Background: an optimization exercise with open tools, aiming at small area, a short achievable clock period and few clock cycles per item. Do not read the settings as production practice. Only simulation tests tie the RTL to the original design; equivalence was not proved.

==> flow/design.v (outline; a module is shown in full before it is edited, if it fits) <==
// module add_sub: 7 lines
// module multi: 1702 lines
// module benc: 5 lines
// module ainv: 3 lines
// module fa: 4 lines
// module ha: 4 lines
module multi #(parameter N = 32) (a,b,clk,out,load,done);
  // ...
==> flow/run.sh <==
#!/bin/bash
# synth_recipe.tcl (not shown) runs the flow's synth.tcl, then flattens the netlist and writes it again
# the make line also repeats each setting of config.mk as NAME=value (left out here)
make -C /OpenROAD-flow-scripts/flow DESIGN_CONFIG=/design/flow/config.mk WORK_HOME=/design/flow/orfs CLKGATE_MAP_FILE= SYNTH_SCRIPT=/design/flow/synth_recipe.tcl finish
==> flow/config.mk <==
export PLATFORM = sky130hd
export DESIGN_NAME = multi
export DESIGN_NICKNAME = multi
export VERILOG_FILES = /design/flow/design.v
export SDC_FILE = /design/flow/constraint.sdc
export NUM_CORES = 4
export LEC_CHECK = 0
export ABC_AREA = 1
export CAP_MARGIN = 20
export CORE_MARGIN = 2
export CORE_UTILIZATION = 50
export SETUP_SLACK_MARGIN = 0.1
export SLEW_MARGIN = 20
export SYNTH_HIERARCHICAL = 1
==> flow/constraint.sdc <==
create_clock -name core_clock -period 4.0 [get_ports {clk}]
set_input_delay 0.8000 -clock core_clock [delete_from_list [all_inputs] [get_ports {clk}]]
set_output_delay 0.8000 -clock core_clock [all_outputs]
set_load 0.01 [all_outputs]
==> summary.txt, run 1 <==
Critical Path Most Common Cell=fa_1; clock network share of area=0.0158; Hold Path Class=primary input to flip-flop; Layout non-clock buf frac=0.170; htree depth=4; CP endpoint=r[38]$_DFFE_PP_; Tap Cells=756; bufs w/o clock=640; Pre-Repair DR Iteration Count=6; RSZ-0062 raised after global routing=true; achievable frequency=0.255 GHz; Setup crit start kind=primary input; Total Wirelength=111000 µm; post-synth cell types=38; top cells by count, synth=xor2_1, nand2_1, o22ai_1, fa_1, inv_1; time the worst path needs with I/O delays and setup=3.92 ns; CTS Buf Count=17; largest net degree at the start of global routing=62; Req. time, crit path=4.22 ns; non-clock inverter count=330; Core Area=56300 µm²; crit path launch=b[5]; hold path endpoint=r[77]$_DFFE_PP_; die height=242 µm; Via density=6.04; status=finished clean; ranking of synthesized cells by area=fa_1, xor2_1, edfxtp_1; Fin Setup TNS=0 ns; Final Hold Viols=0; hold slack final=0.784 ns; Levels on crit path=12; Post-Synth Adder-Cell Area=0.350; Post-Synth XOR/XNOR Area=0.178; clock slew at reported path FFs=0.07 ns; CP Cell Sequence=buf_12 -> o21ai_4 -> nand2_4 -> buf_12 -> buf_4 -> o22ai_4 -> xor2_2 -> fa_1 -> fa_1 -> fa_1 -> fa_2 -> fa_1
Testbench counts, summed over its fixed seeds: cycles 2,048, items 2,048.
==> inputs of run 2 (changes only) <==
==> flow/flow/run.sh (new file) <==
#!/bin/bash
# The standard layout (standard.sh, every step from synthesis to finish) with one change:
# the buffers that ORFS's buffer_ports puts on every input and output port are
# sky130_fd_sc_hd__buf_2 instead of the tool's default choice, a slow delay cell
# (clkdlybuf4s50_1) that adds about 0.4 ns to the port paths.
set -euo pipefail
export BUFFER_PORTS_ARGS="-buffer_cell sky130_fd_sc_hd__buf_2"
bash standard.sh > standard.log 2>&1
==> flow/standard.sh (new file) <==
#!/bin/bash
# synth_recipe.tcl (not shown) runs the flow's synth.tcl, then flattens the netlist and writes it again
# the make line also repeats each setting of config.mk as NAME=value (left out here)
make -C /OpenROAD-flow-scripts/flow DESIGN_CONFIG=/design/flow/config.mk WORK_HOME=/design/flow/orfs CLKGATE_MAP_FILE= SYNTH_SCRIPT=/design/flow/synth_recipe.tcl "${@:-finish}"
--- a/flow/config.mk
+++ b/flow/config.mk
@@ -9,6 +9,6 @@
 export CAP_MARGIN = 20
 export CORE_MARGIN = 2
 export CORE_UTILIZATION = 50
-export SETUP_SLACK_MARGIN = 0.1
+export SETUP_SLACK_MARGIN = 0.05
 export SLEW_MARGIN = 20
 export SYNTH_HIERARCHICAL = 1
removed: flow/run.sh
==> summary.txt, run 2 <==
clock sink count=145 (unchanged); Total Wirelength=101000 µm (was 111000 µm); Chip Width=242 µm (unchanged); post-synth cell types=38 (unchanged); post-synthesis sequential area ratio=0.153 (unchanged); met3 usage=0.0803 (was 0.0939); vias in the first global route=25000 (was 26300); ranking of synthesized cells by area=fa_1, xor2_1, edfxtp_1 (unchanged); drt first-iter violations=2534 (was 2840); RSZ-0062 raised after global routing=true (unchanged); endpoints failing setup=0 (unchanged); DRC violations left=0 (unchanged); Via density=6.00 (was 6.04); Max stage delay cell, worst path=fa_1 (unchanged); Worst Max-Slew Pin Slew=0.791 ns (was 0.586 ns); most frequent cells in the layout=xor2_1, nand2_1, o22ai_1 (was xor2_1, o22ai_1, nand2_1); Area Overhead vs Synth=18.5% (was 30.6%); Synth Warn #=7 (unchanged); share of cells above drive strength 1=0.191 (was 0.278); CTS Buf Count=17 (unchanged); Final Hold Viols=0 (unchanged); Synth Area in Simple Gates=0.102 (unchanged); grt met2 use=0.527 (was 0.561); CTS root buffer=clkbuf_16 (unchanged); dpl hpwl=79300 µm (was 83100 µm); register name with the most flops=r (unchanged); die footprint=58800 µm² (unchanged); die height=242 µm (unchanged); max reg flops=145 (unchanged); # diodes=0 (unchanged); Hold Path Class=primary input to flip-flop (unchanged); critical path class=primary input to flip-flop (unchanged); row count=87 (unchanged); global routing usage on met1=0.466 (was 0.503); Post-Synth Adder-Cell Area=0.350 (unchanged); EDFF count, synth=145 (unchanged); Tot GR Track Use=0.344 (was 0.369); Congestion Overflow GR=0 (unchanged); DR vias=24800 (was 26200); Post-synth ARST share=0 (unchanged); io pins=131 (unchanged); Antenna Violating Nets Remaining=0 (unchanged); commonest non-fill, non-tap cell in the layout=xor2_1 (unchanged); final worst-path cycle share=0.974 (was 0.980); status=finished clean (unchanged); busiest grt layer=met2 (unchanged); max incr delay on CP=0.55 ns (was 0.51 ns); number of port buffers=129 (unchanged); achievable frequency=0.257 GHz (was 0.255 GHz); most frequent cell after synthesis=xor2_1 (unchanged); Core Util, Final=0.598 (was 0.660); Largest regs=r: 145 flops (unchanged); worst-path fanout max=17 (was 7); initial antenna violation count=0 (was 3); CP Cell Sequence=clkbuf_4 -> o21ai_1 -> nand2_1 -> buf_12 -> o22ai_1 -> xor2_1 -> fa_1 -> fa_1 -> fa_1 -> fa_1 -> fa_1 (was buf_12 -> o21ai_4 -> nand2_4 -> buf_12 -> buf_4 -> o22ai_4 -> xor2_2 -> fa_1 -> fa_1 -> fa_1 -> fa_2 -> fa_1); Slew HR=0.470 (was 0.609); htree depth=4 (unchanged); max cap viols=0 (unchanged); Post-Synth XOR/XNOR Area=0.178 (unchanged); CP endpoint kind=flip-flop (unchanged); Nets=3973 (was 4171); first-pass GRT wire length=152000 µm (was 162000 µm); largest family of logic cells by synthesized area=adder cells (unchanged); post-synthesis compound-gate area fraction=0.128 (unchanged); Setup crit start kind=primary input (unchanged); Gate Count Post-Synth=3205 (unchanged); Initial Util=0.505 (unchanged); Max Buffers Root-to-Sink=2 (unchanged); Core Area=56300 µm² (unchanged); synthesis-stage register bit count=145 (unchanged); largest net degree at the start of global routing=80 (was 62); top cells by count, synth=xor2_1, nand2_1, o22ai_1, fa_1, inv_1 (unchanged); clock slew at reported path FFs=0.07 ns (about the same); top cell type's share of synthesized area=0.301 (unchanged); mux cell area share after synthesis=0 (unchanged); Yosys top cell by area=fa_1 (unchanged); GPL Wtd Cong=0.972 (was 0.980); top_reg_cell synth=edfxtp_1 (unchanged); Slew Limit Fails=0 (unchanged); Pre-Repair DR Iteration Count=5 (was 6); hold_buf cts=0 (unchanged); Post-Syn Area per Cell=8.87 µm² (unchanged); Fin Setup TNS=0 ns (unchanged); routed len/inst=24.5 µm (was 25.5 µm); Critical Path Most Common Cell=fa_1 (unchanged); Req. time, crit path=4.23 ns (was 4.22 ns); time the worst path needs with I/O delays and setup=3.90 ns (was 3.92 ns); CP arrival=4.12 ns (was 4.14 ns); Mapped Area=28400 µm² (unchanged); TritonCTS clock tree=built (unchanged)
run 2: per-layer routing:
metal,up-vias,part of all wire
li1,10900,-
met5,-,0
met1,12100,0.41
met2,1520,0.45
met3,271,0.10
met4,0,0.045
run 2: what timing repair did:
| action | 4_1_cts | 5_1_grt |
|---|---|---|
| gates resized for setup | 50 | 112 |
| pin swaps | 3 | 36 |
| buffers inserted | 1 | 4 |
| endpoints found under the setup margin | 28 | 37 |
run 2: worst paths after layout:
path / from / end / cells past startpoint
worst max-delay path: b[5] / r[41]$_DFFE_PP_ / 11
worst min-delay path: load / r[71]$_DFFE_PP_ / 1
run 2: final cells by class:
type	count	area (µm²)
multi-input combinational	2433	22500
tap	756	946
clock buffer	17	425
clock inverter	15	181
timing repair buffer	442	4060
inverter	330	1240
fill	4963	22600
sequential	145	4350
run 2: logic make-up after synthesis:
kind of cell | after synthesis
flops | 145
fa+ha+maj | 538
compound gates | 593
buf+inv | 629
simple gates | 720
other cells | 2
xor+xnor | 578
run 2: worst max-delay path, delay by kind of cell:
kind,cells,cell delay [ns]
compound gates,2,0.34
buf+inv,2,0.33
xor+xnor,1,0.21
simple gates,1,0.10
fa+ha+maj,5,2.34
run 2: stage by stage:
step                hold slack [ns]  cells  setup slack, ns  instance area, µm²
floorplan                     0.912   3207          0.00633               28700
global placement               1.16   4101           -0.300               32300
detailed placement             1.17   4101           -0.351               32300
CTS                           0.651   4134           0.0565               33100
global route                  0.664   4138         -0.00593               33700
finish                        0.664   4138            0.104               33700
run 2: Yosys stat by module, one instance, submodules excluded, excerpt:
module | times used | cells inside | area, µm² | flops+latches
multi | 1 | 2597 | 18700 | 145
fa | 425 | 1 | 20.0 | 0
benc | 16 | 7 | 36.3 | 0
ha | 39 | 1 | 12.5 | 0
==> inputs of run 3 (changes only) <==
--- a/flow/config.mk
+++ b/flow/config.mk
@@ -9,6 +9,6 @@
 export CAP_MARGIN = 20
 export CORE_MARGIN = 2
 export CORE_UTILIZATION = 50
-export SETUP_SLACK_MARGIN = 0.05
+export SETUP_SLACK_MARGIN = 0.1
 export SLEW_MARGIN = 20
 export SYNTH_HIERARCHICAL = 1
==> summary.txt, run 3 <==
top_reg_cell synth=edfxtp_1 (unchanged); top cells by count, synth=xor2_1, nand2_1, o22ai_1, fa_1, inv_1 (unchanged); Mapped Area=28400 µm² (unchanged); Post-synth ARST share=0 (unchanged); number of port buffers=129 (unchanged); share of cells above drive strength 1=0.213 (was 0.191); top cell type's share of synthesized area=0.301 (unchanged); most frequent cell after synthesis=xor2_1 (unchanged); Core Area=56300 µm² (unchanged); die footprint=58800 µm² (unchanged); Final Hold Viols=0 (unchanged); Congestion Overflow GR=0 (unchanged); DR vias=24800 (about the same); Worst Path Buf+Inv=3 (was 2); drt first-iter violations=2914 (was 2534); routed len/inst=24.7 µm (was 24.5 µm); Pre-Repair DR Iteration Count=8 (was 5); status=finished clean (unchanged); critical path class=primary input to flip-flop (unchanged); Tot GR Track Use=0.350 (was 0.344); Hold Path Class=primary input to flip-flop (unchanged); Max stage delay cell, worst path=fa_1 (unchanged); dpl hpwl=80700 µm (was 79300 µm); CTS Buf Count=17 (unchanged); most frequent cells in the layout=xor2_1, o22ai_1, nand2_1 (was xor2_1, nand2_1, o22ai_1); clock slew at reported path FFs=0.07 ns (about the same); GPL Wtd Cong=0.978 (was 0.972); Post-Syn Area per Cell=8.87 µm² (unchanged); EDFF count, synth=145 (unchanged); Gate Count Post-Synth=3205 (unchanged); io pins=131 (unchanged); register name with the most flops=r (unchanged); Hold Path Stages=1 (unchanged); Antenna Violating Nets Remaining=0 (unchanged); Slew HR=0.557 (was 0.470); Via density=5.96 (was 6.00); critical hold path startpoint=load (unchanged); Yosys top cell by area=fa_1 (unchanged); Area Overhead vs Synth=19.2% (was 18.5%); Nets=3998 (was 3973); Slew Limit Fails=0 (unchanged); Setup crit start kind=primary input (unchanged); CP endpoint kind=flip-flop (unchanged); hold path endpoint=r[57]$_DFFE_PP_ (was r[71]$_DFFE_PP_); first-pass GRT wire length=154000 µm (was 152000 µm); DRC violations left=0 (unchanged); Total Wirelength=103000 µm (was 101000 µm); Initial Util=0.505 (unchanged); Critical Path Most Common Cell=fa_1 (unchanged); ranking of synthesized cells by area=fa_1, xor2_1, edfxtp_1 (unchanged); worst-path fanout max=11 (was 17); htree depth=4 (unchanged); die height=242 µm (unchanged); max incr delay on CP=0.53 ns (was 0.55 ns); post-synth cell types=38 (unchanged); final worst-path cycle share=0.971 (was 0.974); RSZ-0062 raised after global routing=true (unchanged); largest net degree at the start of global routing=64 (was 80); CP arrival=4.09 ns (was 4.12 ns); commonest non-fill, non-tap cell in the layout=xor2_1 (unchanged); vias in the first global route=25100 (was 25000); Fin Setup TNS=0 ns (unchanged); Synth Warn #=7 (unchanged); endpoints failing setup=0 (unchanged); hold_buf cts=0 (unchanged); clock sink count=145 (unchanged); Req. time, crit path=4.21 ns (was 4.23 ns); filler instances=4971 (was 4963); Chip Width=242 µm (unchanged); Worst path top cell family by delay=adder cells (unchanged); Worst Max-Slew Pin Slew=0.665 ns (was 0.791 ns); achievable frequency=0.257 GHz (about the same); time the worst path needs with I/O delays and setup=3.88 ns (was 3.90 ns); row count=87 (unchanged); Max Buffers Root-to-Sink=2 (unchanged); CTS root buffer=clkbuf_16 (unchanged); synthesis-stage register bit count=145 (unchanged); initial antenna violation count=2 (was 0); Largest regs=r: 145 flops (unchanged); post-synthesis sequential area ratio=0.153 (unchanged); max reg flops=145 (unchanged); CP Cell Sequence=buf_2 -> inv_1 -> nand2_1 -> nand2_1 -> buf_12 -> o22ai_1 -> xor2_1 -> ha_1 -> fa_1 -> fa_1 -> fa_2 -> fa_1 (was clkbuf_4 -> o21ai_1 -> nand2_1 -> buf_12 -> o22ai_1 -> xor2_1 -> fa_1 -> fa_1 -> fa_1 -> fa_1 -> fa_1); TritonCTS clock tree=built (unchanged); max cap viols=0 (unchanged)
==> run 3: worst max-delay path by stage <==
| stage | from | endpoint | slack (ns) | depth (start not counted) |
|---|---|---|---|---|
| global route | b[5] | r[98]$_DFFE_PP_ | 0.02 | 16 |
| detailed placement | b[3] | r[29]$_DFFE_PP_ | -0.38 | 12 |
| finish | b[19] | r[47]$_DFFE_PP_ | 0.12 | 12 |
| CTS | r[48]$_DFFE_PP_ | out[54] | 0.11 | 13 |
| floorplan | b[1] | r[41]$_DFFE_PP_ | 0.006 | 10 |
| global placement | b[1] | r[98]$_DFFE_PP_ | -0.35 | 17 |
==> run 3: logic make-up (layout without fill, tap and decap cells) <==
group | Yosys count | after routing | synth area share
xor gates and xnor gates | 578 | 578 | 0.178
other | 2 | 6 | 0.000264
DFF | 145 | 145 | 0.153
and+or+nand+nor | 720 | 720 | 0.102
adders and majority gates | 538 | 538 | 0.350
buffers and inverters | 629 | 829 | 0.0888
AOI/OAI and AO/OA | 593 | 593 | 0.128
==> run 3: layout make-up <==
| class | instances | area (µm²) | share of cell area |
|---|---|---|---|
| timing repair buffer | 467 | 4060 | 0.120 |
| tap | 756 | 946 | 0.0279 |
| antenna | 2 | 5.00 | 0.000148 |
| multi-input combinational | 2433 | 22700 | 0.669 |
| inverter | 330 | 1240 | 0.0365 |
| clock inverter | 14 | 178 | 0.00524 |
| clock buffer | 18 | 429 | 0.0127 |
| sequential | 145 | 4350 | 0.128 |
==> run 3: through the flow <==
step | hold slack, ns | worst slack (ns) | area, µm² | instances | util
floorplan | 0.912 | 0.00633 | 28800 | 3207 | -
global placement | 1.22 | -0.349 | 32200 | 4112 | 0.572
detailed placement | 1.21 | -0.383 | 32200 | 4112 | 0.572
CTS | 0.774 | 0.106 | 33200 | 4148 | 0.590
global route | 0.789 | 0.0240 | 33900 | 4163 | 0.602
finish | 0.795 | 0.116 | 33900 | 4165 | 0.602
==> run 3: Yosys stat by module, one instance, submodules excluded, excerpt <==
module,cell area [µm²],cells inside,flip-flops and latches,copies in the design
benc,36.3,7,0,16
ha,12.5,1,0,39
multi,18700,2597,145,1
fa,20.0,1,0,425
==> run 3: per-layer routing <==
| metal | global-route usage | part of all wire |
|---|---|---|
| met1 | 0.485 | 0.42 |
| met2 | 0.530 | 0.44 |
| met3 | 0.0832 | 0.10 |
| met5 | 0 | 0 |
| met4 | 0.139 | 0.043 |
==> run 3: what timing repair did <==
item / in CTS / in global routing
buffers inserted: 4 / 15
pin swaps: 10 / 62
gates resized for setup: 69 / 156
endpoints found under the setup margin: 27 / 76
==> inputs of run 4 (changes only) <==
--- a/flow/config.mk
+++ b/flow/config.mk
@@ -9,6 +9,7 @@
 export CAP_MARGIN = 20
 export CORE_MARGIN = 2
 export CORE_UTILIZATION = 50
+export GPL_ROUTABILITY_DRIVEN = 0
 export SETUP_SLACK_MARGIN = 0.1
 export SLEW_MARGIN = 20
 export SYNTH_HIERARCHICAL = 1
==> summary.txt, run 4 <==
synthesis-stage register bit count=145 (unchanged); critical path class=primary input to flip-flop (unchanged); Post-synth ARST share=0 (unchanged); Chip Width=242 µm (unchanged); Post-Syn Area per Cell=8.87 µm² (unchanged); io pins=131 (unchanged); Via density=6.03 (was 5.96); Hold Path Class=primary input to flip-flop (unchanged); worst-path fanout max=12 (was 11); CP endpoint kind=flip-flop (unchanged); most frequent cells in the layout=xor2_1, o22ai_1, nand2_1 (unchanged); Worst Max-Slew Pin Slew=0.616 ns (was 0.665 ns); die height=242 µm (unchanged); Critical Path Most Common Cell=fa_1 (unchanged); initial antenna violation count=2 (unchanged); CP arrival=4.10 ns (was 4.09 ns); first-pass GRT wire length=150000 µm (was 154000 µm); row count=87 (unchanged); most frequent cell after synthesis=xor2_1 (unchanged); RSZ-0062 raised after global routing=true (unchanged); vias in the first global route=25300 (was 25100); largest net degree at the start of global routing=65 (was 64); Hold Path Stages=1 (unchanged); Mapped Area=28400 µm² (unchanged); Worst path top cell family by delay=adder cells (unchanged); Worst Setup Slack, final=0.114 ns (was 0.116 ns); Placed Instances=4108 (was 4112); clock slew at reported path FFs=0.08 ns (was 0.07 ns); Max Buffers Root-to-Sink=2 (unchanged); dpl hpwl=76800 µm (was 80700 µm); number of port buffers=129 (unchanged); Area Overhead vs Synth=18.9% (was 19.2%); final worst-path cycle share=0.971 (about the same); die footprint=58800 µm² (unchanged); drt first-iter violations=3046 (was 2914); Slew HR=0.590 (was 0.557); Tot GR Track Use=0.333 (was 0.350); Initial Util=0.505 (unchanged); DP Worst Slack=-0.416 ns (was -0.383 ns); Core Area=56300 µm² (unchanged); achievable frequency=0.257 GHz (about the same); post-synth cell types=38 (unchanged); DR vias=25000 (was 24800); Yosys top cell by area=fa_1 (unchanged); htree depth=4 (unchanged); share of cells above drive strength 1=0.201 (was 0.213); Worst Path Buf+Inv=5 (was 3); Congestion Overflow GR=0 (unchanged); Final Non-Filler Cells=4152 (was 4165); Gate Count Post-Synth=3205 (unchanged); Design Area, Final=33800 µm² (was 33900 µm²); routed len/inst=23.8 µm (was 24.7 µm); clock sink count=145 (unchanged); Total Wirelength=98600 µm (was 103000 µm); Req. time, crit path=4.21 ns (about the same); Synth Warn #=7 (unchanged); Largest regs=r: 145 flops (unchanged); Antenna Violating Nets Remaining=0 (unchanged); area post-placement=32300 µm² (was 32200 µm²); EDFF count, synth=145 (unchanged); max reg flops=145 (unchanged); Slew Limit Fails=0 (unchanged); top_reg_cell synth=edfxtp_1 (unchanged); post-synthesis sequential area ratio=0.153 (unchanged); max cap viols=0 (unchanged); TritonCTS clock tree=built (unchanged); Pre-Repair DR Iteration Count=7 (was 8); Final Hold Viols=0 (unchanged); commonest non-fill, non-tap cell in the layout=xor2_1 (unchanged); time the worst path needs with I/O delays and setup=3.89 ns (was 3.88 ns); ranking of synthesized cells by area=fa_1, xor2_1, edfxtp_1 (unchanged); DRC violations left=0 (unchanged); top cells by count, synth=xor2_1, nand2_1, o22ai_1, fa_1, inv_1 (unchanged); top cell type's share of synthesized area=0.301 (unchanged); status=finished clean (unchanged); max incr delay on CP=0.56 ns (was 0.53 ns); Max stage delay cell, worst path=fa_1 (unchanged); register name with the most flops=r (unchanged); Levels on crit path=14 (was 12); CP Cell Sequence=clkbuf_4 -> buf_4 -> inv_1 -> nand2_1 -> nand2_2 -> buf_12 -> o22ai_2 -> xor2_1 -> buf_4 -> ha_1 -> fa_1 -> fa_1 -> fa_1 -> fa_1 (was buf_2 -> inv_1 -> nand2_1 -> nand2_1 -> buf_12 -> o22ai_1 -> xor2_1 -> ha_1 -> fa_1 -> fa_1 -> fa_2 -> fa_1); CTS Buf Count=17 (unchanged); Setup crit start kind=primary input (unchanged); endpoints failing setup=0 (unchanged); # diodes=0 (was 2); CTS root buffer=clkbuf_16 (unchanged); Nets=3987 (was 3998)
run 4: metal layers:
metal	wire [µm]	up-vias	track usage
li1	-	10900	-
met1	40300	12300	0.451
met2	43800	1597	0.512
met3	10400	268	0.0850
met4	4190	4	0.134
met5	30	-	0
run 4: cells by family (layout without fill, tap and decap cells):
family	count (synthesis)	in the layout	share of synthesized area
and+or+nand+nor	720	720	0.102
adders and majority gates	538	538	0.350
xor gates and xnor gates	578	578	0.178
other	2	4	0.000264
DFF	145	145	0.153
AOI/OAI and AO/OA	593	593	0.128
buffers and inverters	629	818	0.0888
run 4: final timing paths:
check | end | from
worst min-delay path | r[96]$_DFFE_PP_ | load
worst max-delay path | r[114]$_DFFE_PP_ | b[1]
run 4: area by class of cell:
type,count,area [µm²]
sequential,145,4350
clock buffer,17,425
tap,756,946
clock inverter,15,135
inverter,330,1240
timing repair buffer,456,4120
multi-input combinational,2433,22600
fill,4811,22500
run 4: what timing repair did:
action	4_1_cts	5_1_grt
hold buffers	0	0
endpoints found under the setup margin	26	45
pin swaps	4	61
resized for setup	46	129
buffers inserted	0	12
run 4: metrics by stage:
| stage | hold WS, ns | TNS, ns | util |
|---|---|---|---|
| final | 0.785 | 0 | 0.601 |
| after CTS | 0.767 | 0 | 0.589 |
| after global placement | 1.22 | -14.14 | 0.574 |
| after detailed placement | 1.22 | -18.69 | 0.574 |
| after global routing | 0.785 | 0 | 0.601 |
| after floorplan | 0.912 | 0 | - |
run 4: Yosys stat by module (local to each module, per instance), excerpt:
module / cell area (µm²) / cells / flip-flops and latches / copies in the design
fa: 20.0 / 1 / 0 / 425
multi: 18700 / 2597 / 145 / 1
ha: 12.5 / 1 / 0 / 39
benc: 36.3 / 7 / 0 / 16

## what the ideal ports hide
The flow's constraints put no driver on any port. The routed layouts listed below were extracted and timed again, unchanged, in two steps. Step 1 assumes that a clkbuf_16 drives the clock port and a buf_2 every other input. Step 2 adds t to the input delays and takes it off the output delays; t is the mean of the earliest and latest rising clock arrival at the registers after step 1. Input paths then give back, and output paths get back, about the clock's delay inside the block. a / b / c = no drivers / after step 1 / after step 2; a / b = the first two.
run | shift t [ns] | setup WS [ns] | worst setup path at the end
run 1 | 0.542 | 0.081 / 0.062 / -0.448 | input to register
run 2 | 0.534 | 0.104 / 0.091 / -0.401 | input to register
run 3 | 0.534 | 0.116 / 0.149 / -0.382 | input to register
run 4 | 0.537 | 0.114 / 0.074 / -0.389 | input to register
Met with ideal ports but missed after step 2: setup timing in every run listed. The setup slack of run 1, which loses most, moves by -0.019 ns with the drivers and by -0.529 ns with both steps.
